Background: an optimization exercise with open tools, aiming at small area, a short achievable clock period and few clock cycles. Do not read the settings as production practice. Function was checked by simulation only, so behaviour that the tests miss may differ from the original. Power figures rest on the tool's default switching activity, not on a simulated workload.

[design/flow/run.sh]
#!/bin/bash
# synth_recipe.tcl (not shown) runs the flow's synth.tcl, then flattens the netlist and writes it again
# the make line also repeats each setting of config.mk as NAME=value (left out here)
make -C /OpenROAD-flow-scripts/flow DESIGN_CONFIG=/design/flow/config.mk WORK_HOME=/design/flow/orfs CLKGATE_MAP_FILE= SYNTH_SCRIPT=/design/flow/synth_recipe.tcl finish
[design/flow/config.mk]
export PLATFORM = sky130hd
export DESIGN_NAME = JAM
export DESIGN_NICKNAME = JAM
export VERILOG_FILES = /design/flow/design.v
export SDC_FILE = /design/flow/constraint.sdc
export NUM_CORES = 4
export LEC_CHECK = 0
export CAP_MARGIN = 20
export CORE_MARGIN = 2
export CORE_UTILIZATION = 40
export SLEW_MARGIN = 20
[design/flow/constraint.sdc]
create_clock -name core_clock -period 5.0 [get_ports {CLK}]
set_input_delay 1.0000 -clock core_clock [delete_from_list [all_inputs] [get_ports {CLK}]]
set_output_delay 1.0000 -clock core_clock [all_outputs]
set_load 0.01 [all_outputs]
[design/flow/design.v]
module JAM (
input CLK,
input RST,
output reg [2:0] W,
output reg [2:0] J,
input [6:0] Cost,
output reg [3:0] MatchCount,
output reg [9:0] MinCost,
output reg Valid );
reg [7:0] cnt;
wire reading = (cnt[7:6] == 2'd0);
always @(posedge CLK or posedge RST)
  if (RST) cnt <= 8'd0;
  else if (cnt != 8'd255) cnt <= cnt + 8'd1;
wire [7:0] cntn = cnt + 8'd1;
reg [2:0] wnext;
always @(*) begin
  case (cntn[5:3])
    3'd0: wnext = 3'd0;
    3'd1: wnext = 3'd4;
    3'd2: wnext = 3'd1;
    3'd3: wnext = 3'd5;
    3'd4: wnext = 3'd2;
    3'd5: wnext = 3'd6;
    3'd6: wnext = 3'd3;
    3'd7: wnext = 3'd7;
    default: wnext = 3'd0;
  endcase
end
always @(posedge CLK or posedge RST)
  if (RST) begin W <= 3'd0; J <= 3'd0; end
  else begin W <= wnext; J <= cntn[2:0]; end
reg [6:0] R0_0, R0_1, R0_2, R0_3, R0_4, R0_5, R0_6, R0_7;
reg [6:0] R1_0, R1_1, R1_2, R1_3, R1_4, R1_5, R1_6, R1_7;
reg [6:0] R2_0, R2_1, R2_2, R2_3, R2_4, R2_5, R2_6, R2_7;
reg [6:0] R3_0, R3_1, R3_2, R3_3, R3_4, R3_5, R3_6, R3_7;
reg [6:0] R4_0, R4_1, R4_2, R4_3, R4_4, R4_5, R4_6, R4_7;
reg [6:0] R5_0, R5_1, R5_2, R5_3, R5_4, R5_5, R5_6, R5_7;
reg [6:0] R6_0, R6_1, R6_2, R6_3, R6_4, R6_5, R6_6, R6_7;
reg [6:0] R7_0, R7_1, R7_2, R7_3, R7_4, R7_5, R7_6, R7_7;
always @(posedge CLK) begin
  R0_0 <= R0_1;
  R0_1 <= R0_2;
  R0_2 <= R0_3;
  R0_3 <= R0_4;
  R0_4 <= R0_5;
  R0_5 <= R0_6;
  R0_6 <= R0_7;
  R0_7 <= (reading && W == 3'd0) ? Cost : R0_0;
  R1_0 <= R1_1;
  R1_1 <= R1_2;
  R1_2 <= R1_3;
  R1_3 <= R1_4;
  R1_4 <= R1_5;
  R1_5 <= R1_6;
  R1_6 <= R1_7;
  R1_7 <= (reading && W == 3'd1) ? Cost : R1_0;
  R2_0 <= R2_1;
  R2_1 <= R2_2;
  R2_2 <= R2_3;
  R2_3 <= R2_4;
  R2_4 <= R2_5;
  R2_5 <= R2_6;
  R2_6 <= R2_7;
  R2_7 <= (reading && W == 3'd2) ? Cost : R2_0;
  R3_0 <= R3_1;
  R3_1 <= R3_2;
  R3_2 <= R3_3;
  R3_3 <= R3_4;
  R3_4 <= R3_5;
  R3_5 <= R3_6;
  R3_6 <= R3_7;
  R3_7 <= (reading && W == 3'd3) ? Cost : R3_0;
  R4_0 <= R4_1;
  R4_1 <= R4_2;
  R4_2 <= R4_3;
  R4_3 <= R4_4;
  R4_4 <= R4_5;
  R4_5 <= R4_6;
  R4_6 <= R4_7;
  R4_7 <= (reading && W == 3'd4) ? Cost : R4_0;
  R5_0 <= R5_1;
  R5_1 <= R5_2;
  R5_2 <= R5_3;
  R5_3 <= R5_4;
  R5_4 <= R5_5;
  R5_5 <= R5_6;
  R5_6 <= R5_7;
  R5_7 <= (reading && W == 3'd5) ? Cost : R5_0;
  R6_0 <= R6_1;
  R6_1 <= R6_2;
  R6_2 <= R6_3;
  R6_3 <= R6_4;
  R6_4 <= R6_5;
  R6_5 <= R6_6;
  R6_6 <= R6_7;
  R6_7 <= (reading && W == 3'd6) ? Cost : R6_0;
  R7_0 <= R7_1;
  R7_1 <= R7_2;
  R7_2 <= R7_3;
  R7_3 <= R7_4;
  R7_4 <= R7_5;
  R7_5 <= R7_6;
  R7_6 <= R7_7;
  R7_7 <= (reading && W == 3'd7) ? Cost : R7_0;
end
wire [7:0] k0 = cnt - 8'd62;
reg [3:0] pat0;
always @(*) begin
  case (k0)
    8'd0: pat0 = 4'd0;
    8'd1: pat0 = 4'd0;
    8'd2: pat0 = 4'd0;
    8'd3: pat0 = 4'd0;
    8'd4: pat0 = 4'd0;
    8'd5: pat0 = 4'd0;
    8'd6: pat0 = 4'd0;
    8'd7: pat0 = 4'd0;
    8'd8: pat0 = 4'd1;
    8'd9: pat0 = 4'd1;
    8'd10: pat0 = 4'd1;
    8'd11: pat0 = 4'd1;
    8'd12: pat0 = 4'd1;
    8'd13: pat0 = 4'd1;
    8'd14: pat0 = 4'd1;
    8'd15: pat0 = 4'd1;
    8'd16: pat0 = 4'd2;
    8'd17: pat0 = 4'd2;
    8'd18: pat0 = 4'd2;
    8'd19: pat0 = 4'd2;
    8'd20: pat0 = 4'd2;
    8'd21: pat0 = 4'd2;
    8'd22: pat0 = 4'd2;
    8'd23: pat0 = 4'd2;
    8'd24: pat0 = 4'd3;
    8'd25: pat0 = 4'd3;
    8'd26: pat0 = 4'd3;
    8'd27: pat0 = 4'd3;
    8'd28: pat0 = 4'd3;
    8'd29: pat0 = 4'd3;
    8'd30: pat0 = 4'd3;
    8'd31: pat0 = 4'd3;
    8'd32: pat0 = 4'd4;
    8'd33: pat0 = 4'd4;
    8'd34: pat0 = 4'd4;
    8'd35: pat0 = 4'd4;
    8'd36: pat0 = 4'd4;
    8'd37: pat0 = 4'd4;
    8'd38: pat0 = 4'd4;
    8'd39: pat0 = 4'd4;
    8'd40: pat0 = 4'd5;
    8'd41: pat0 = 4'd5;
    8'd42: pat0 = 4'd5;
    8'd43: pat0 = 4'd5;
    8'd44: pat0 = 4'd5;
    8'd45: pat0 = 4'd5;
    8'd46: pat0 = 4'd5;
    8'd47: pat0 = 4'd5;
    8'd48: pat0 = 4'd6;
    8'd49: pat0 = 4'd6;
    8'd50: pat0 = 4'd6;
    8'd51: pat0 = 4'd6;
    8'd52: pat0 = 4'd6;
    8'd53: pat0 = 4'd6;
    8'd54: pat0 = 4'd6;
    8'd55: pat0 = 4'd6;
    8'd56: pat0 = 4'd7;
    8'd57: pat0 = 4'd7;
    8'd58: pat0 = 4'd7;
    8'd59: pat0 = 4'd7;
    8'd60: pat0 = 4'd7;
    8'd61: pat0 = 4'd7;
    8'd62: pat0 = 4'd7;
    8'd63: pat0 = 4'd7;
    8'd64: pat0 = 4'd8;
    8'd65: pat0 = 4'd8;
    8'd66: pat0 = 4'd8;
    8'd67: pat0 = 4'd8;
    8'd68: pat0 = 4'd9;
    8'd69: pat0 = 4'd9;
    default: pat0 = 4'd0;
  endcase
end
wire ev0 = (cnt >= 8'd62) && (cnt < 8'd132);
wire last0 = (cnt == 8'd131);
wire [7:0] k0n = cntn - 8'd62;
reg [3:0] patn;
always @(*) begin
  case (k0n)
    8'd0: patn = 4'd0;
    8'd1: patn = 4'd0;
    8'd2: patn = 4'd0;
    8'd3: patn = 4'd0;
    8'd4: patn = 4'd0;
    8'd5: patn = 4'd0;
    8'd6: patn = 4'd0;
    8'd7: patn = 4'd0;
    8'd8: patn = 4'd1;
    8'd9: patn = 4'd1;
    8'd10: patn = 4'd1;
    8'd11: patn = 4'd1;
    8'd12: patn = 4'd1;
    8'd13: patn = 4'd1;
    8'd14: patn = 4'd1;
    8'd15: patn = 4'd1;
    8'd16: patn = 4'd2;
    8'd17: patn = 4'd2;
    8'd18: patn = 4'd2;
    8'd19: patn = 4'd2;
    8'd20: patn = 4'd2;
    8'd21: patn = 4'd2;
    8'd22: patn = 4'd2;
    8'd23: patn = 4'd2;
    8'd24: patn = 4'd3;
    8'd25: patn = 4'd3;
    8'd26: patn = 4'd3;
    8'd27: patn = 4'd3;
    8'd28: patn = 4'd3;
    8'd29: patn = 4'd3;
    8'd30: patn = 4'd3;
    8'd31: patn = 4'd3;
    8'd32: patn = 4'd4;
    8'd33: patn = 4'd4;
    8'd34: patn = 4'd4;
    8'd35: patn = 4'd4;
    8'd36: patn = 4'd4;
    8'd37: patn = 4'd4;
    8'd38: patn = 4'd4;
    8'd39: patn = 4'd4;
    8'd40: patn = 4'd5;
    8'd41: patn = 4'd5;
    8'd42: patn = 4'd5;
    8'd43: patn = 4'd5;
    8'd44: patn = 4'd5;
    8'd45: patn = 4'd5;
    8'd46: patn = 4'd5;
    8'd47: patn = 4'd5;
    8'd48: patn = 4'd6;
    8'd49: patn = 4'd6;
    8'd50: patn = 4'd6;
    8'd51: patn = 4'd6;
    8'd52: patn = 4'd6;
    8'd53: patn = 4'd6;
    8'd54: patn = 4'd6;
    8'd55: patn = 4'd6;
    8'd56: patn = 4'd7;
    8'd57: patn = 4'd7;
    8'd58: patn = 4'd7;
    8'd59: patn = 4'd7;
    8'd60: patn = 4'd7;
    8'd61: patn = 4'd7;
    8'd62: patn = 4'd7;
    8'd63: patn = 4'd7;
    8'd64: patn = 4'd8;
    8'd65: patn = 4'd8;
    8'd66: patn = 4'd8;
    8'd67: patn = 4'd8;
    8'd68: patn = 4'd9;
    8'd69: patn = 4'd9;
    default: patn = 4'd0;
  endcase
end
wire selT1_1_n = patn == 4'd0 || patn == 4'd2 || patn == 4'd3 || patn == 4'd4 || patn == 4'd7 || patn == 4'd8;
reg selT1_1_0, selT1_1_1, selT1_1_2;
always @(posedge CLK) begin selT1_1_0 <= selT1_1_n; selT1_1_1 <= selT1_1_0; selT1_1_2 <= selT1_1_1; end
wire selT1_2_n = patn == 4'd9;
reg selT1_2_0, selT1_2_1, selT1_2_2;
always @(posedge CLK) begin selT1_2_0 <= selT1_2_n; selT1_2_1 <= selT1_2_0; selT1_2_2 <= selT1_2_1; end
wire selT1_5_n = patn == 4'd1 || patn == 4'd5 || patn == 4'd6;
reg selT1_5_0, selT1_5_1, selT1_5_2;
always @(posedge CLK) begin selT1_5_0 <= selT1_5_n; selT1_5_1 <= selT1_5_0; selT1_5_2 <= selT1_5_1; end
wire selT2_2_n = patn == 4'd0 || patn == 4'd2 || patn == 4'd3 || patn == 4'd5 || patn == 4'd6;
reg selT2_2_0, selT2_2_1, selT2_2_2;
always @(posedge CLK) begin selT2_2_0 <= selT2_2_n; selT2_2_1 <= selT2_2_0; selT2_2_2 <= selT2_2_1; end
wire selT2_4_n = patn == 4'd1 || patn == 4'd4 || patn == 4'd7 || patn == 4'd8 || patn == 4'd9;
reg selT2_4_0, selT2_4_1, selT2_4_2;
always @(posedge CLK) begin selT2_4_0 <= selT2_4_n; selT2_4_1 <= selT2_4_0; selT2_4_2 <= selT2_4_1; end
wire selT3_3_n = patn == 4'd0 || patn == 4'd4 || patn == 4'd6;
reg selT3_3_0, selT3_3_1, selT3_3_2;
always @(posedge CLK) begin selT3_3_0 <= selT3_3_n; selT3_3_1 <= selT3_3_0; selT3_3_2 <= selT3_3_1; end
wire selT3_5_n = patn == 4'd2 || patn == 4'd8;
reg selT3_5_0, selT3_5_1, selT3_5_2;
always @(posedge CLK) begin selT3_5_0 <= selT3_5_n; selT3_5_1 <= selT3_5_0; selT3_5_2 <= selT3_5_1; end
wire selT3_6_n = patn == 4'd1 || patn == 4'd3 || patn == 4'd5 || patn == 4'd7 || patn == 4'd9;
reg selT3_6_0, selT3_6_1, selT3_6_2;
always @(posedge CLK) begin selT3_6_0 <= selT3_6_n; selT3_6_1 <= selT3_6_0; selT3_6_2 <= selT3_6_1; end
wire selB0_2_n = patn == 4'd1 || patn == 4'd4 || patn == 4'd7 || patn == 4'd8;
reg selB0_2_0, selB0_2_1, selB0_2_2;
always @(posedge CLK) begin selB0_2_0 <= selB0_2_n; selB0_2_1 <= selB0_2_0; selB0_2_2 <= selB0_2_1; end
wire selB0_4_n = patn == 4'd0 || patn == 4'd2 || patn == 4'd3 || patn == 4'd5 || patn == 4'd6;
reg selB0_4_0, selB0_4_1, selB0_4_2;
always @(posedge CLK) begin selB0_4_0 <= selB0_4_n; selB0_4_1 <= selB0_4_0; selB0_4_2 <= selB0_4_1; end
wire selB0_5_n = patn == 4'd9;
reg selB0_5_0, selB0_5_1, selB0_5_2;
always @(posedge CLK) begin selB0_5_0 <= selB0_5_n; selB0_5_1 <= selB0_5_0; selB0_5_2 <= selB0_5_1; end
wire selB1_1_n = patn == 4'd1 || patn == 4'd5 || patn == 4'd6 || patn == 4'd9;
reg selB1_1_0, selB1_1_1, selB1_1_2;
always @(posedge CLK) begin selB1_1_0 <= selB1_1_n; selB1_1_1 <= selB1_1_0; selB1_1_2 <= selB1_1_1; end
wire selB1_3_n = patn == 4'd2 || patn == 4'd8;
reg selB1_3_0, selB1_3_1, selB1_3_2;
always @(posedge CLK) begin selB1_3_0 <= selB1_3_n; selB1_3_1 <= selB1_3_0; selB1_3_2 <= selB1_3_1; end
wire selB1_5_n = patn == 4'd0 || patn == 4'd3 || patn == 4'd4 || patn == 4'd7;
reg selB1_5_0, selB1_5_1, selB1_5_2;
always @(posedge CLK) begin selB1_5_0 <= selB1_5_n; selB1_5_1 <= selB1_5_0; selB1_5_2 <= selB1_5_1; end
wire selB3_3_n = patn == 4'd1 || patn == 4'd3 || patn == 4'd5 || patn == 4'd7 || patn == 4'd9;
reg selB3_3_0, selB3_3_1, selB3_3_2;
always @(posedge CLK) begin selB3_3_0 <= selB3_3_n; selB3_3_1 <= selB3_3_0; selB3_3_2 <= selB3_3_1; end
wire selB3_6_n = patn == 4'd0 || patn == 4'd2 || patn == 4'd4 || patn == 4'd6 || patn == 4'd8;
reg selB3_6_0, selB3_6_1, selB3_6_2;
always @(posedge CLK) begin selB3_6_0 <= selB3_6_n; selB3_6_1 <= selB3_6_0; selB3_6_2 <= selB3_6_1; end
reg v1, v2, v3, v4, l1, l2, l3, l4;
always @(posedge CLK or posedge RST)
  if (RST) begin v1 <= 1'b0; v2 <= 1'b0; v3 <= 1'b0; v4 <= 1'b0; l1 <= 1'b0; l2 <= 1'b0; l3 <= 1'b0; l4 <= 1'b0; end
  else begin v1 <= ev0; v2 <= v1; v3 <= v2; v4 <= v3; l1 <= last0; l2 <= l1; l3 <= l2; l4 <= l3; end
wire [6:0] X0_0 = R0_0;
wire [6:0] X1_0 = R1_0;
wire [6:0] X0_1 = ({7{selT1_1_0}} & R0_1) | ({7{selT1_2_0}} & R0_2) | ({7{selT1_5_0}} & R0_5);
wire [6:0] X1_1 = ({7{selT1_1_0}} & R1_1) | ({7{selT1_2_0}} & R1_2) | ({7{selT1_5_0}} & R1_5);
wire [6:0] X0_2 = selT2_2_0 ? R0_2 : R0_4;
wire [6:0] X1_2 = selT2_2_0 ? R1_2 : R1_4;
wire [6:0] X0_3 = ({7{selT3_3_0}} & R0_3) | ({7{selT3_5_0}} & R0_5) | ({7{selT3_6_0}} & R0_6);
wire [6:0] X1_3 = ({7{selT3_3_0}} & R1_3) | ({7{selT3_5_0}} & R1_5) | ({7{selT3_6_0}} & R1_6);
wire [7:0] T2_01_s1 = X0_0 + X1_1;
wire [7:0] T2_01_s2 = X0_1 + X1_0;
wire T2_01_lt = T2_01_s1 < T2_01_s2;
wire T2_01_eq = T2_01_s1 == T2_01_s2;
reg [7:0] T2_01_v; reg T2_01_e;
wire [7:0] T2_02_s1 = X0_0 + X1_2;
wire [7:0] T2_02_s2 = X0_2 + X1_0;
wire T2_02_lt = T2_02_s1 < T2_02_s2;
wire T2_02_eq = T2_02_s1 == T2_02_s2;
reg [7:0] T2_02_v; reg T2_02_e;
wire [7:0] T2_03_s1 = X0_0 + X1_3;
wire [7:0] T2_03_s2 = X0_3 + X1_0;
wire T2_03_lt = T2_03_s1 < T2_03_s2;
wire T2_03_eq = T2_03_s1 == T2_03_s2;
reg [7:0] T2_03_v; reg T2_03_e;
wire [7:0] T2_12_s1 = X0_1 + X1_2;
wire [7:0] T2_12_s2 = X0_2 + X1_1;
wire T2_12_lt = T2_12_s1 < T2_12_s2;
wire T2_12_eq = T2_12_s1 == T2_12_s2;
reg [7:0] T2_12_v; reg T2_12_e;
wire [7:0] T2_13_s1 = X0_1 + X1_3;
wire [7:0] T2_13_s2 = X0_3 + X1_1;
wire T2_13_lt = T2_13_s1 < T2_13_s2;
wire T2_13_eq = T2_13_s1 == T2_13_s2;
reg [7:0] T2_13_v; reg T2_13_e;
wire [7:0] T2_23_s1 = X0_2 + X1_3;
wire [7:0] T2_23_s2 = X0_3 + X1_2;
wire T2_23_lt = T2_23_s1 < T2_23_s2;
wire T2_23_eq = T2_23_s1 == T2_23_s2;
reg [7:0] T2_23_v; reg T2_23_e;
always @(posedge CLK) begin
  T2_01_v <= T2_01_lt ? T2_01_s1 : T2_01_s2;
  T2_01_e <= T2_01_eq;
  T2_02_v <= T2_02_lt ? T2_02_s1 : T2_02_s2;
  T2_02_e <= T2_02_eq;
  T2_03_v <= T2_03_lt ? T2_03_s1 : T2_03_s2;
  T2_03_e <= T2_03_eq;
  T2_12_v <= T2_12_lt ? T2_12_s1 : T2_12_s2;
  T2_12_e <= T2_12_eq;
  T2_13_v <= T2_13_lt ? T2_13_s1 : T2_13_s2;
  T2_13_e <= T2_13_eq;
  T2_23_v <= T2_23_lt ? T2_23_s1 : T2_23_s2;
  T2_23_e <= T2_23_eq;
end
wire [6:0] X2_0 = R2_7;
wire [6:0] X2_1 = ({7{selT1_1_1}} & R2_0) | ({7{selT1_2_1}} & R2_1) | ({7{selT1_5_1}} & R2_4);
wire [6:0] X2_2 = selT2_2_1 ? R2_1 : R2_3;
wire [6:0] X2_3 = ({7{selT3_3_1}} & R2_2) | ({7{selT3_5_1}} & R2_4) | ({7{selT3_6_1}} & R2_5);
reg [5:0] T2E1;
always @(posedge CLK) T2E1 <= {T2_23_e, T2_13_e, T2_12_e, T2_03_e, T2_02_e, T2_01_e};
wire [8:0] T3_012_u0 = {1'b0,T2_12_v} + {2'b0,X2_0};
wire [8:0] T3_012_u1 = {1'b0,T2_02_v} + {2'b0,X2_1};
wire [8:0] T3_012_u2 = {1'b0,T2_01_v} + {2'b0,X2_2};
wire T3_012_lt01 = T3_012_u0 < T3_012_u1;
wire T3_012_eq01 = T3_012_u0 == T3_012_u1;
wire T3_012_lt02 = T3_012_u0 < T3_012_u2;
wire T3_012_eq02 = T3_012_u0 == T3_012_u2;
wire T3_012_lt12 = T3_012_u1 < T3_012_u2;
wire T3_012_eq12 = T3_012_u1 == T3_012_u2;
wire T3_012_m0 = ~(~T3_012_lt01 & ~T3_012_eq01) & ~(~T3_012_lt02 & ~T3_012_eq02);
wire T3_012_m1 = ~T3_012_lt01 & ~(~T3_012_lt12 & ~T3_012_eq12);
wire T3_012_m2 = ~T3_012_lt02 & ~T3_012_lt12;
wire [8:0] T3_012_v = ({9{T3_012_m0}} & T3_012_u0) | ({9{T3_012_m1}} & T3_012_u1) | ({9{T3_012_m2}} & T3_012_u2);
reg [8:0] T3_012_V; reg [2:0] T3_012_M;
wire [8:0] T3_013_u0 = {1'b0,T2_13_v} + {2'b0,X2_0};
wire [8:0] T3_013_u1 = {1'b0,T2_03_v} + {2'b0,X2_1};
wire [8:0] T3_013_u2 = {1'b0,T2_01_v} + {2'b0,X2_3};
wire T3_013_lt01 = T3_013_u0 < T3_013_u1;
wire T3_013_eq01 = T3_013_u0 == T3_013_u1;
wire T3_013_lt02 = T3_013_u0 < T3_013_u2;
wire T3_013_eq02 = T3_013_u0 == T3_013_u2;
wire T3_013_lt12 = T3_013_u1 < T3_013_u2;
wire T3_013_eq12 = T3_013_u1 == T3_013_u2;
wire T3_013_m0 = ~(~T3_013_lt01 & ~T3_013_eq01) & ~(~T3_013_lt02 & ~T3_013_eq02);
wire T3_013_m1 = ~T3_013_lt01 & ~(~T3_013_lt12 & ~T3_013_eq12);
wire T3_013_m2 = ~T3_013_lt02 & ~T3_013_lt12;
wire [8:0] T3_013_v = ({9{T3_013_m0}} & T3_013_u0) | ({9{T3_013_m1}} & T3_013_u1) | ({9{T3_013_m2}} & T3_013_u2);
reg [8:0] T3_013_V; reg [2:0] T3_013_M;
wire [8:0] T3_023_u0 = {1'b0,T2_23_v} + {2'b0,X2_0};
wire [8:0] T3_023_u1 = {1'b0,T2_03_v} + {2'b0,X2_2};
wire [8:0] T3_023_u2 = {1'b0,T2_02_v} + {2'b0,X2_3};
wire T3_023_lt01 = T3_023_u0 < T3_023_u1;
wire T3_023_eq01 = T3_023_u0 == T3_023_u1;
wire T3_023_lt02 = T3_023_u0 < T3_023_u2;
wire T3_023_eq02 = T3_023_u0 == T3_023_u2;
wire T3_023_lt12 = T3_023_u1 < T3_023_u2;
wire T3_023_eq12 = T3_023_u1 == T3_023_u2;
wire T3_023_m0 = ~(~T3_023_lt01 & ~T3_023_eq01) & ~(~T3_023_lt02 & ~T3_023_eq02);
wire T3_023_m1 = ~T3_023_lt01 & ~(~T3_023_lt12 & ~T3_023_eq12);
wire T3_023_m2 = ~T3_023_lt02 & ~T3_023_lt12;
wire [8:0] T3_023_v = ({9{T3_023_m0}} & T3_023_u0) | ({9{T3_023_m1}} & T3_023_u1) | ({9{T3_023_m2}} & T3_023_u2);
reg [8:0] T3_023_V; reg [2:0] T3_023_M;
wire [8:0] T3_123_u0 = {1'b0,T2_23_v} + {2'b0,X2_1};
wire [8:0] T3_123_u1 = {1'b0,T2_13_v} + {2'b0,X2_2};
wire [8:0] T3_123_u2 = {1'b0,T2_12_v} + {2'b0,X2_3};
wire T3_123_lt01 = T3_123_u0 < T3_123_u1;
wire T3_123_eq01 = T3_123_u0 == T3_123_u1;
wire T3_123_lt02 = T3_123_u0 < T3_123_u2;
wire T3_123_eq02 = T3_123_u0 == T3_123_u2;
wire T3_123_lt12 = T3_123_u1 < T3_123_u2;
wire T3_123_eq12 = T3_123_u1 == T3_123_u2;
wire T3_123_m0 = ~(~T3_123_lt01 & ~T3_123_eq01) & ~(~T3_123_lt02 & ~T3_123_eq02);
wire T3_123_m1 = ~T3_123_lt01 & ~(~T3_123_lt12 & ~T3_123_eq12);
wire T3_123_m2 = ~T3_123_lt02 & ~T3_123_lt12;
wire [8:0] T3_123_v = ({9{T3_123_m0}} & T3_123_u0) | ({9{T3_123_m1}} & T3_123_u1) | ({9{T3_123_m2}} & T3_123_u2);
reg [8:0] T3_123_V; reg [2:0] T3_123_M;
always @(posedge CLK) begin
  T3_012_V <= T3_012_v; T3_012_M <= {T3_012_m2, T3_012_m1, T3_012_m0};
  T3_013_V <= T3_013_v; T3_013_M <= {T3_013_m2, T3_013_m1, T3_013_m0};
  T3_023_V <= T3_023_v; T3_023_M <= {T3_023_m2, T3_023_m1, T3_023_m0};
  T3_123_V <= T3_123_v; T3_123_M <= {T3_123_m2, T3_123_m1, T3_123_m0};
end
wire [6:0] X3_0 = R3_6;
wire [6:0] X3_1 = ({7{selT1_1_2}} & R3_7) | ({7{selT1_2_2}} & R3_0) | ({7{selT1_5_2}} & R3_3);
wire [6:0] X3_2 = selT2_2_2 ? R3_0 : R3_2;
wire [6:0] X3_3 = ({7{selT3_3_2}} & R3_1) | ({7{selT3_5_2}} & R3_3) | ({7{selT3_6_2}} & R3_4);
wire [2:0] T3_012_n = ({3{T3_012_M[0]}} & {1'b0, T2E1[3], ~T2E1[3]}) + ({3{T3_012_M[1]}} & {1'b0, T2E1[1], ~T2E1[1]}) + ({3{T3_012_M[2]}} & {1'b0, T2E1[0], ~T2E1[0]});
wire [2:0] T3_013_n = ({3{T3_013_M[0]}} & {1'b0, T2E1[4], ~T2E1[4]}) + ({3{T3_013_M[1]}} & {1'b0, T2E1[2], ~T2E1[2]}) + ({3{T3_013_M[2]}} & {1'b0, T2E1[0], ~T2E1[0]});
wire [2:0] T3_023_n = ({3{T3_023_M[0]}} & {1'b0, T2E1[5], ~T2E1[5]}) + ({3{T3_023_M[1]}} & {1'b0, T2E1[2], ~T2E1[2]}) + ({3{T3_023_M[2]}} & {1'b0, T2E1[1], ~T2E1[1]});
wire [2:0] T3_123_n = ({3{T3_123_M[0]}} & {1'b0, T2E1[5], ~T2E1[5]}) + ({3{T3_123_M[1]}} & {1'b0, T2E1[4], ~T2E1[4]}) + ({3{T3_123_M[2]}} & {1'b0, T2E1[3], ~T2E1[3]});
wire [9:0] T4_u0 = {1'b0,T3_123_V} + {3'b0,X3_0};
wire [9:0] T4_u1 = {1'b0,T3_023_V} + {3'b0,X3_1};
wire [9:0] T4_u2 = {1'b0,T3_013_V} + {3'b0,X3_2};
wire [9:0] T4_u3 = {1'b0,T3_012_V} + {3'b0,X3_3};
wire T4_lt01 = T4_u0 < T4_u1;
wire T4_eq01 = T4_u0 == T4_u1;
wire T4_lt02 = T4_u0 < T4_u2;
wire T4_eq02 = T4_u0 == T4_u2;
wire T4_lt03 = T4_u0 < T4_u3;
wire T4_eq03 = T4_u0 == T4_u3;
wire T4_lt12 = T4_u1 < T4_u2;
wire T4_eq12 = T4_u1 == T4_u2;
wire T4_lt13 = T4_u1 < T4_u3;
wire T4_eq13 = T4_u1 == T4_u3;
wire T4_lt23 = T4_u2 < T4_u3;
wire T4_eq23 = T4_u2 == T4_u3;
wire T4_m0 = ~(~T4_lt01 & ~T4_eq01) & ~(~T4_lt02 & ~T4_eq02) & ~(~T4_lt03 & ~T4_eq03);
wire T4_m1 = ~T4_lt01 & ~(~T4_lt12 & ~T4_eq12) & ~(~T4_lt13 & ~T4_eq13);
wire T4_m2 = ~T4_lt02 & ~T4_lt12 & ~(~T4_lt23 & ~T4_eq23);
wire T4_m3 = ~T4_lt03 & ~T4_lt13 & ~T4_lt23;
wire [9:0] T4_v = ({10{T4_m0}} & T4_u0) | ({10{T4_m1}} & T4_u1) | ({10{T4_m2}} & T4_u2) | ({10{T4_m3}} & T4_u3);
reg [9:0] T4_V; reg [3:0] T4_M; reg [2:0] T4_C0, T4_C1, T4_C2, T4_C3;
always @(posedge CLK) begin
  T4_V <= T4_v; T4_M <= {T4_m3, T4_m2, T4_m1, T4_m0};
  T4_C0 <= T3_123_n;
  T4_C1 <= T3_023_n;
  T4_C2 <= T3_013_n;
  T4_C3 <= T3_012_n;
end
wire [3:0] T4_n = ({4{T4_M[0]}} & {1'b0,T4_C0}) + ({4{T4_M[1]}} & {1'b0,T4_C1}) + ({4{T4_M[2]}} & {1'b0,T4_C2}) + ({4{T4_M[3]}} & {1'b0,T4_C3});
wire [6:0] X4_0 = ({7{selB0_2_0}} & R4_2) | ({7{selB0_4_0}} & R4_4) | ({7{selB0_5_0}} & R4_5);
wire [6:0] X5_0 = ({7{selB0_2_0}} & R5_2) | ({7{selB0_4_0}} & R5_4) | ({7{selB0_5_0}} & R5_5);
wire [6:0] X4_1 = ({7{selB1_1_0}} & R4_1) | ({7{selB1_3_0}} & R4_3) | ({7{selB1_5_0}} & R4_5);
wire [6:0] X5_1 = ({7{selB1_1_0}} & R5_1) | ({7{selB1_3_0}} & R5_3) | ({7{selB1_5_0}} & R5_5);
wire [6:0] X4_2 = R4_7;
wire [6:0] X5_2 = R5_7;
wire [6:0] X4_3 = selB3_3_0 ? R4_3 : R4_6;
wire [6:0] X5_3 = selB3_3_0 ? R5_3 : R5_6;
wire [7:0] B2_01_s1 = X4_0 + X5_1;
wire [7:0] B2_01_s2 = X4_1 + X5_0;
wire B2_01_lt = B2_01_s1 < B2_01_s2;
wire B2_01_eq = B2_01_s1 == B2_01_s2;
reg [7:0] B2_01_v; reg B2_01_e;
wire [7:0] B2_02_s1 = X4_0 + X5_2;
wire [7:0] B2_02_s2 = X4_2 + X5_0;
wire B2_02_lt = B2_02_s1 < B2_02_s2;
wire B2_02_eq = B2_02_s1 == B2_02_s2;
reg [7:0] B2_02_v; reg B2_02_e;
wire [7:0] B2_03_s1 = X4_0 + X5_3;
wire [7:0] B2_03_s2 = X4_3 + X5_0;
wire B2_03_lt = B2_03_s1 < B2_03_s2;
wire B2_03_eq = B2_03_s1 == B2_03_s2;
reg [7:0] B2_03_v; reg B2_03_e;
wire [7:0] B2_12_s1 = X4_1 + X5_2;
wire [7:0] B2_12_s2 = X4_2 + X5_1;
wire B2_12_lt = B2_12_s1 < B2_12_s2;
wire B2_12_eq = B2_12_s1 == B2_12_s2;
reg [7:0] B2_12_v; reg B2_12_e;
wire [7:0] B2_13_s1 = X4_1 + X5_3;
wire [7:0] B2_13_s2 = X4_3 + X5_1;
wire B2_13_lt = B2_13_s1 < B2_13_s2;
wire B2_13_eq = B2_13_s1 == B2_13_s2;
reg [7:0] B2_13_v; reg B2_13_e;
wire [7:0] B2_23_s1 = X4_2 + X5_3;
wire [7:0] B2_23_s2 = X4_3 + X5_2;
wire B2_23_lt = B2_23_s1 < B2_23_s2;
wire B2_23_eq = B2_23_s1 == B2_23_s2;
reg [7:0] B2_23_v; reg B2_23_e;
always @(posedge CLK) begin
  B2_01_v <= B2_01_lt ? B2_01_s1 : B2_01_s2;
  B2_01_e <= B2_01_eq;
  B2_02_v <= B2_02_lt ? B2_02_s1 : B2_02_s2;
  B2_02_e <= B2_02_eq;
  B2_03_v <= B2_03_lt ? B2_03_s1 : B2_03_s2;
  B2_03_e <= B2_03_eq;
  B2_12_v <= B2_12_lt ? B2_12_s1 : B2_12_s2;
  B2_12_e <= B2_12_eq;
  B2_13_v <= B2_13_lt ? B2_13_s1 : B2_13_s2;
  B2_13_e <= B2_13_eq;
  B2_23_v <= B2_23_lt ? B2_23_s1 : B2_23_s2;
  B2_23_e <= B2_23_eq;
end
wire [6:0] X6_0 = ({7{selB0_2_1}} & R6_1) | ({7{selB0_4_1}} & R6_3) | ({7{selB0_5_1}} & R6_4);
wire [6:0] X6_1 = ({7{selB1_1_1}} & R6_0) | ({7{selB1_3_1}} & R6_2) | ({7{selB1_5_1}} & R6_4);
wire [6:0] X6_2 = R6_6;
wire [6:0] X6_3 = selB3_3_1 ? R6_2 : R6_5;
reg [5:0] B2E1;
always @(posedge CLK) B2E1 <= {B2_23_e, B2_13_e, B2_12_e, B2_03_e, B2_02_e, B2_01_e};
wire [8:0] B3_012_u0 = {1'b0,B2_12_v} + {2'b0,X6_0};
wire [8:0] B3_012_u1 = {1'b0,B2_02_v} + {2'b0,X6_1};
wire [8:0] B3_012_u2 = {1'b0,B2_01_v} + {2'b0,X6_2};
wire B3_012_lt01 = B3_012_u0 < B3_012_u1;
wire B3_012_eq01 = B3_012_u0 == B3_012_u1;
wire B3_012_lt02 = B3_012_u0 < B3_012_u2;
wire B3_012_eq02 = B3_012_u0 == B3_012_u2;
wire B3_012_lt12 = B3_012_u1 < B3_012_u2;
wire B3_012_eq12 = B3_012_u1 == B3_012_u2;
wire B3_012_m0 = ~(~B3_012_lt01 & ~B3_012_eq01) & ~(~B3_012_lt02 & ~B3_012_eq02);
wire B3_012_m1 = ~B3_012_lt01 & ~(~B3_012_lt12 & ~B3_012_eq12);
wire B3_012_m2 = ~B3_012_lt02 & ~B3_012_lt12;
wire [8:0] B3_012_v = ({9{B3_012_m0}} & B3_012_u0) | ({9{B3_012_m1}} & B3_012_u1) | ({9{B3_012_m2}} & B3_012_u2);
reg [8:0] B3_012_V; reg [2:0] B3_012_M;
wire [8:0] B3_013_u0 = {1'b0,B2_13_v} + {2'b0,X6_0};
wire [8:0] B3_013_u1 = {1'b0,B2_03_v} + {2'b0,X6_1};
wire [8:0] B3_013_u2 = {1'b0,B2_01_v} + {2'b0,X6_3};
wire B3_013_lt01 = B3_013_u0 < B3_013_u1;
wire B3_013_eq01 = B3_013_u0 == B3_013_u1;
wire B3_013_lt02 = B3_013_u0 < B3_013_u2;
wire B3_013_eq02 = B3_013_u0 == B3_013_u2;
wire B3_013_lt12 = B3_013_u1 < B3_013_u2;
wire B3_013_eq12 = B3_013_u1 == B3_013_u2;
wire B3_013_m0 = ~(~B3_013_lt01 & ~B3_013_eq01) & ~(~B3_013_lt02 & ~B3_013_eq02);
wire B3_013_m1 = ~B3_013_lt01 & ~(~B3_013_lt12 & ~B3_013_eq12);
wire B3_013_m2 = ~B3_013_lt02 & ~B3_013_lt12;
wire [8:0] B3_013_v = ({9{B3_013_m0}} & B3_013_u0) | ({9{B3_013_m1}} & B3_013_u1) | ({9{B3_013_m2}} & B3_013_u2);
reg [8:0] B3_013_V; reg [2:0] B3_013_M;
wire [8:0] B3_023_u0 = {1'b0,B2_23_v} + {2'b0,X6_0};
wire [8:0] B3_023_u1 = {1'b0,B2_03_v} + {2'b0,X6_2};
wire [8:0] B3_023_u2 = {1'b0,B2_02_v} + {2'b0,X6_3};
wire B3_023_lt01 = B3_023_u0 < B3_023_u1;
wire B3_023_eq01 = B3_023_u0 == B3_023_u1;
wire B3_023_lt02 = B3_023_u0 < B3_023_u2;
wire B3_023_eq02 = B3_023_u0 == B3_023_u2;
wire B3_023_lt12 = B3_023_u1 < B3_023_u2;
wire B3_023_eq12 = B3_023_u1 == B3_023_u2;
wire B3_023_m0 = ~(~B3_023_lt01 & ~B3_023_eq01) & ~(~B3_023_lt02 & ~B3_023_eq02);
wire B3_023_m1 = ~B3_023_lt01 & ~(~B3_023_lt12 & ~B3_023_eq12);
wire B3_023_m2 = ~B3_023_lt02 & ~B3_023_lt12;
wire [8:0] B3_023_v = ({9{B3_023_m0}} & B3_023_u0) | ({9{B3_023_m1}} & B3_023_u1) | ({9{B3_023_m2}} & B3_023_u2);
reg [8:0] B3_023_V; reg [2:0] B3_023_M;
wire [8:0] B3_123_u0 = {1'b0,B2_23_v} + {2'b0,X6_1};
wire [8:0] B3_123_u1 = {1'b0,B2_13_v} + {2'b0,X6_2};
wire [8:0] B3_123_u2 = {1'b0,B2_12_v} + {2'b0,X6_3};
wire B3_123_lt01 = B3_123_u0 < B3_123_u1;
wire B3_123_eq01 = B3_123_u0 == B3_123_u1;
wire B3_123_lt02 = B3_123_u0 < B3_123_u2;
wire B3_123_eq02 = B3_123_u0 == B3_123_u2;
wire B3_123_lt12 = B3_123_u1 < B3_123_u2;
wire B3_123_eq12 = B3_123_u1 == B3_123_u2;
wire B3_123_m0 = ~(~B3_123_lt01 & ~B3_123_eq01) & ~(~B3_123_lt02 & ~B3_123_eq02);
wire B3_123_m1 = ~B3_123_lt01 & ~(~B3_123_lt12 & ~B3_123_eq12);
wire B3_123_m2 = ~B3_123_lt02 & ~B3_123_lt12;
wire [8:0] B3_123_v = ({9{B3_123_m0}} & B3_123_u0) | ({9{B3_123_m1}} & B3_123_u1) | ({9{B3_123_m2}} & B3_123_u2);
reg [8:0] B3_123_V; reg [2:0] B3_123_M;
always @(posedge CLK) begin
  B3_012_V <= B3_012_v; B3_012_M <= {B3_012_m2, B3_012_m1, B3_012_m0};
  B3_013_V <= B3_013_v; B3_013_M <= {B3_013_m2, B3_013_m1, B3_013_m0};
  B3_023_V <= B3_023_v; B3_023_M <= {B3_023_m2, B3_023_m1, B3_023_m0};
  B3_123_V <= B3_123_v; B3_123_M <= {B3_123_m2, B3_123_m1, B3_123_m0};
end
wire [6:0] X7_0 = ({7{selB0_2_2}} & R7_0) | ({7{selB0_4_2}} & R7_2) | ({7{selB0_5_2}} & R7_3);
wire [6:0] X7_1 = ({7{selB1_1_2}} & R7_7) | ({7{selB1_3_2}} & R7_1) | ({7{selB1_5_2}} & R7_3);
wire [6:0] X7_2 = R7_5;
wire [6:0] X7_3 = selB3_3_2 ? R7_1 : R7_4;
wire [2:0] B3_012_n = ({3{B3_012_M[0]}} & {1'b0, B2E1[3], ~B2E1[3]}) + ({3{B3_012_M[1]}} & {1'b0, B2E1[1], ~B2E1[1]}) + ({3{B3_012_M[2]}} & {1'b0, B2E1[0], ~B2E1[0]});
wire [2:0] B3_013_n = ({3{B3_013_M[0]}} & {1'b0, B2E1[4], ~B2E1[4]}) + ({3{B3_013_M[1]}} & {1'b0, B2E1[2], ~B2E1[2]}) + ({3{B3_013_M[2]}} & {1'b0, B2E1[0], ~B2E1[0]});
wire [2:0] B3_023_n = ({3{B3_023_M[0]}} & {1'b0, B2E1[5], ~B2E1[5]}) + ({3{B3_023_M[1]}} & {1'b0, B2E1[2], ~B2E1[2]}) + ({3{B3_023_M[2]}} & {1'b0, B2E1[1], ~B2E1[1]});
wire [2:0] B3_123_n = ({3{B3_123_M[0]}} & {1'b0, B2E1[5], ~B2E1[5]}) + ({3{B3_123_M[1]}} & {1'b0, B2E1[4], ~B2E1[4]}) + ({3{B3_123_M[2]}} & {1'b0, B2E1[3], ~B2E1[3]});
wire [9:0] B4_u0 = {1'b0,B3_123_V} + {3'b0,X7_0};
wire [9:0] B4_u1 = {1'b0,B3_023_V} + {3'b0,X7_1};
wire [9:0] B4_u2 = {1'b0,B3_013_V} + {3'b0,X7_2};
wire [9:0] B4_u3 = {1'b0,B3_012_V} + {3'b0,X7_3};
wire B4_lt01 = B4_u0 < B4_u1;
wire B4_eq01 = B4_u0 == B4_u1;
wire B4_lt02 = B4_u0 < B4_u2;
wire B4_eq02 = B4_u0 == B4_u2;
wire B4_lt03 = B4_u0 < B4_u3;
wire B4_eq03 = B4_u0 == B4_u3;
wire B4_lt12 = B4_u1 < B4_u2;
wire B4_eq12 = B4_u1 == B4_u2;
wire B4_lt13 = B4_u1 < B4_u3;
wire B4_eq13 = B4_u1 == B4_u3;
wire B4_lt23 = B4_u2 < B4_u3;
wire B4_eq23 = B4_u2 == B4_u3;
wire B4_m0 = ~(~B4_lt01 & ~B4_eq01) & ~(~B4_lt02 & ~B4_eq02) & ~(~B4_lt03 & ~B4_eq03);
wire B4_m1 = ~B4_lt01 & ~(~B4_lt12 & ~B4_eq12) & ~(~B4_lt13 & ~B4_eq13);
wire B4_m2 = ~B4_lt02 & ~B4_lt12 & ~(~B4_lt23 & ~B4_eq23);
wire B4_m3 = ~B4_lt03 & ~B4_lt13 & ~B4_lt23;
wire [9:0] B4_v = ({10{B4_m0}} & B4_u0) | ({10{B4_m1}} & B4_u1) | ({10{B4_m2}} & B4_u2) | ({10{B4_m3}} & B4_u3);
reg [9:0] B4_V; reg [3:0] B4_M; reg [2:0] B4_C0, B4_C1, B4_C2, B4_C3;
always @(posedge CLK) begin
  B4_V <= B4_v; B4_M <= {B4_m3, B4_m2, B4_m1, B4_m0};
  B4_C0 <= B3_123_n;
  B4_C1 <= B3_023_n;
  B4_C2 <= B3_013_n;
  B4_C3 <= B3_012_n;
end
wire [3:0] B4_n = ({4{B4_M[0]}} & {1'b0,B4_C0}) + ({4{B4_M[1]}} & {1'b0,B4_C1}) + ({4{B4_M[2]}} & {1'b0,B4_C2}) + ({4{B4_M[3]}} & {1'b0,B4_C3});
reg [9:0] tot; reg [3:0] Fn, Gn;
always @(posedge CLK) begin
  tot <= T4_V + B4_V;
  Fn <= T4_n; Gn <= B4_n;
end
wire [3:0] totn = Fn * Gn;
always @(posedge CLK or posedge RST) begin
  if (RST) begin
    MinCost <= 10'd1023;
    MatchCount <= 4'd0;
    Valid <= 1'b0;
  end else begin
    if (v4) begin
      if (tot < MinCost) begin
        MinCost <= tot;
        MatchCount <= totn;
      end else if (tot == MinCost) begin
        MatchCount <= MatchCount + totn;
      end
    end
    if (l4) Valid <= 1'b1;
  end
end
endmodule
==> run summary <==
final timing paths:
path | start | to | slack [ns] | cells after the start
max | selT3_6_1$_DFF_P_ | B3_023_V[5]$_DFF_P_ | 0.29 | 14
min | R6_7[2]$_DFF_P_ | R6_6[2]$_DFF_P_ | 0.32 | 0
max reg2reg | selT3_6_1$_DFF_P_ | B3_023_V[5]$_DFF_P_ | 0.29 | 14
min reg2reg | R6_7[2]$_DFF_P_ | R6_6[2]$_DFF_P_ | 0.32 | 0
max in group asynchronous | RST | cnt[5]$_DFFE_PP0P_ | 3.51 | 2
min in group asynchronous | RST | MatchCount[3]$_DFFE_PP0P_ | 0.87 | 2
routing by layer:
| metal | vias up | global-route usage, % | routed length, µm |
|---|---|---|---|
| met1 | 17600 | 31.33 | 67900 |
| met3 | 215 | 2.545 | 7189 |
| met5 | - | 0 | 13 |
| li1 | 18230 | - | - |
| met2 | 1015 | 35.82 | 63490 |
| met4 | 2 | 7.271 | 4480 |
per-stage QoR:
step	worst slack (ns)	setup TNS [ns]	util, %	std cells	instance area, µm²
floorplan	0.5442	0	-	5018	49040
global placement	0.05402	0	42.61	6708	51860
detailed placement	0.05747	0	42.61	6708	51870
CTS	0.05007	0	45.02	6859	54800
global route	-0.008018	-0.008018	45.09	6864	54890
finish	0.2878	0	45.10	6867	54900
cell families after synthesis:
family / after synthesis / share of synthesized area (%)
fa+ha+maj: 946 / 25.44
xor+xnor: 349 / 6.233
simple gates: 766 / 7.948
flops: 801 / 33.10
buf+inv: 700 / 5.383
mux: 171 / 3.822
compound gates: 1285 / 18.08
final cells by class:
class / count / share of cell area (%)
diodes: 3 / 0.01368
clock buffers: 108 / 4.388
clock inverters: 43 / 0.9618
inverters: 636 / 4.349
multi-input cells: 3517 / 55.04
flip-flops and latches: 801 / 29.58
well taps: 1625 / 3.704
repair buffers: 134 / 1.965
registers in the layout, summed over array words and instances (netlist names), 9 cells and up:
signal and cells:
B4_V 10, MinCost 10, T4_V 10, tot 10, B3_012_V 9, B3_013_V 9
B3_023_V 9, B3_123_V 9, T3_012_V 9, T3_013_V 9, T3_023_V 9, T3_123_V 9
cells in the mapped netlist (all sizes together) (7+ instances only):
cell	count
o22a	7
o221ai	20
clkbuf	56
nor3b	9
nor2	169
nor3	45
and2	25
and4	8
or3	7
a21oi	389
and3	12
nand2	178
a31oi	11
nor2b	101
mux2	130
buf	8
fa	86
a222oi	112
nand2b	57
inv	635
o211ai	11
o211a	11
dfstp	10
a221o	63
xnor2	238
mux2i	41
ha	856
xor2	111
o21bai	138
nand4	74
a211oi	22
nand3	55
o21ai	191
a22oi	18
or4	7
a21o	173
dfrtp	27
dfxtp	764
o21a	66
power groups by stage:
stage / combinational, mW / sequential (mW) / clock [mW]
floorplan: 15.5 / 8.15 / 0
global placement: 21.1 / 8.77 / 0
detailed placement: 21.4 / 8.76 / 0
CTS: 21.6 / 8.63 / 6.70
global route: 24.5 / 8.72 / 6.93
finish: 22.0 / 8.64 / 6.59
what timing repair did:
item / in CTS / in global routing
hold endpoints to repair: 0 / 0
endpoints found under the setup margin: 0 / 48
setup buffers: 0 / 5
resized for setup: 0 / 16
==> flow_metrics.env <==
export IMPL_run_status="complete, no violations"
export IMPL_synth_async_sr_flop_share_pct=4.619
export IMPL_clkTransAtPathRegs_ns=0.06
export IMPL_placement_rows=128
export IMPL_cts_tree="yes"
export IMPL_worst_setup_path_type="reg -> reg"
export IMPL_avgViaCountPerCell=5.397
export IMPL_n_fill_cell=11650
export IMPL_p_sw_share_pct=44.16
export IMPL_cell_internal_pwr_mw=20.77
export IMPL_drc=0
export IMPL_post_drt_wl_per_cell_um=20.83
export IMPL_die_h_um=354.1
export IMPL_critical_path_buf_inv_count=0
export IMPL_cts_max_level=3
export IMPL_synth_edff_count=0
export IMPL_hold_class="reg -> reg"
export IMPL_synth_area_top_cells="dfxtp_1 (31%), ha_1 (22%), inv_1 (4.9%), xnor2_1 (4.3%), a21oi_1 (4.0%)"
export IMPL_timing_final_crit_share_pct=94.24
export IMPL_fp_dieArea_um2=125400
export IMPL_nets=6125
export IMPL_power_share_combinational_pct=59.1
export IMPL_worstSetupEndpointType="flip-flop"
export IMPL_p_leak_nw=26.40
export IMPL_grt_start_max_net_pins=38
export IMPL_power_density_cell_area_nw_per_um2=677.6
export IMPL_predominant_post_synthesis_flop_cell="dfxtp_1"
export IMPL_syn_mean_instance_area_um2=9.773
export IMPL_gp_congestion=0.9489
export IMPL_synth_area_um2=49040
export IMPL_drt_total_wl_mm=143.1
export IMPL_ioPinCount=30
export IMPL_drv_slew=0
export IMPL_mappedNetlistNets=5969
export IMPL_slowest_stage="dfxtp_1"
export IMPL_seq_area_frac_synth_pct=33.10
export IMPL_detail_route_first_pass_iterations=10
export IMPL_critical_path_max_fanout=11
export IMPL_sequential_cell_fraction_of_total_power_pct=23.2
export IMPL_crit_path_max_incr_delay_ns=0.76
export IMPL_synth_top_area_share_pct=31.19
export IMPL_cts_buffers_inserted=84
export IMPL_numClockSinks=801
export IMPL_fin_skew_ns=0.02513
export IMPL_cts_hold_buffers=0
export IMPL_floorplan_initialDensity_pct=40.29
export IMPL_port_buffers=29
export IMPL_first_global_vias=36440
export IMPL_seq_area_um2=16240
export IMPL_period_needed_ns=4.712
export IMPL_clockPowerShare_pct=17.7
export IMPL_power_mw=37.19
export IMPL_antenna_violating_nets_post_route=0
export IMPL_worstSetupStartpointType="flip-flop"
export IMPL_critical_path_top_delay_family="compound AO/OA/AOI/OAI gates"
export IMPL_post_syn_instances=5018
export IMPL_hold_worst_slack_ns=0.3221
export IMPL_yosysUniqueCellTypes=93
export IMPL_finalHoldViolCount=0
export IMPL_drive_gt1_share_pct=8.303
export IMPL_peakVddDrop_v=0.0005064
export IMPL_cp_data_required_time_ns=5.53
export IMPL_vias=37060
export IMPL_ys_warn_count=1
export IMPL_core_area_um2=121700
export IMPL_clockRootBuffer="clkbuf_16"
export IMPL_chain_of_cells_forming_the_critical_path="mux2_2, ha_1, fa_1, a21o_1, a21oi_1, o21bai_1, a21oi_1, nor2b_1, o21ai_0, ha_1, a21o_1, o21bai_1, nor2_1, a221o_1"
export IMPL_worst_endpoint_arrival_ns=5.24
export IMPL_commonest_non_fill_non_tap_cell_in_the_layout="ha_1"
export IMPL_grt_pass1_wl_mm=216.3
export IMPL_clock_tree_buffer_depth=3
export IMPL_drt_initial_drc_count=3187
export IMPL_netlist_top_cell_by_area="dfxtp_1"
export IMPL_synth_seq_cells=801
export IMPL_p_switching_mw=16.42
export IMPL_multi_input_area_um2=30220
export IMPL_hpwlAfterDp_mm=118.3
export IMPL_maxCapViolations=0
export IMPL_gr_total_overflow=0
export IMPL_slew_limit_headroom_pct=31.80
export IMPL_grt_antenna_before_repair=10
export IMPL_die_w_um=354.1
export IMPL_clock_insertion_delay_worst_skew_ns=0.66
export IMPL_layout_area_overhead_vs_synth_pct=11.94
export IMPL_grt_total_usage_pct=22.36
export IMPL_timing_final_setup_violations=0
export IMPL_max_slew_worst_pin_slew_ns=1.020
export IMPL_mostFrequentLayoutCells="ha_1 (856), dfxtp_1 (762), inv_1 (634)"
export IMPL_highest_attainable_clock_frequency_mhz=212.2
Testbench counts, summed over its fixed seeds: cycles 5,472.

-- port drivers added, routing unchanged --
No port has a modelled driver above. Below, the same layout with a new extraction and two added sets of constraints. Step 1 (the two cells are an assumption about what drives the block):
set clk [get_ports {CLK}]
set_driving_cell -lib_cell sky130_fd_sc_hd__clkbuf_16 $clk
set_driving_cell -lib_cell sky130_fd_sc_hd__buf_2 [delete_from_list [all_inputs] $clk]
Step 2 adds t to the input delays and takes it off the output delays; t is the mean of the earliest and latest rising clock arrival at the registers after step 1. Input paths then give back, and output paths get back, about the clock's delay inside the block. a / b / c = ideal / step 1 / step 2; a / b = the first two.
t (ns): 0.720
setup WS [ns]: 0.288 / 0.288 / 0.288
worst data-port slew with drivers (ns): 0.03
After both steps this run still meets setup and hold. The setup slack of this run moves by 0.000 ns with the drivers and by 0.000 ns with both steps.
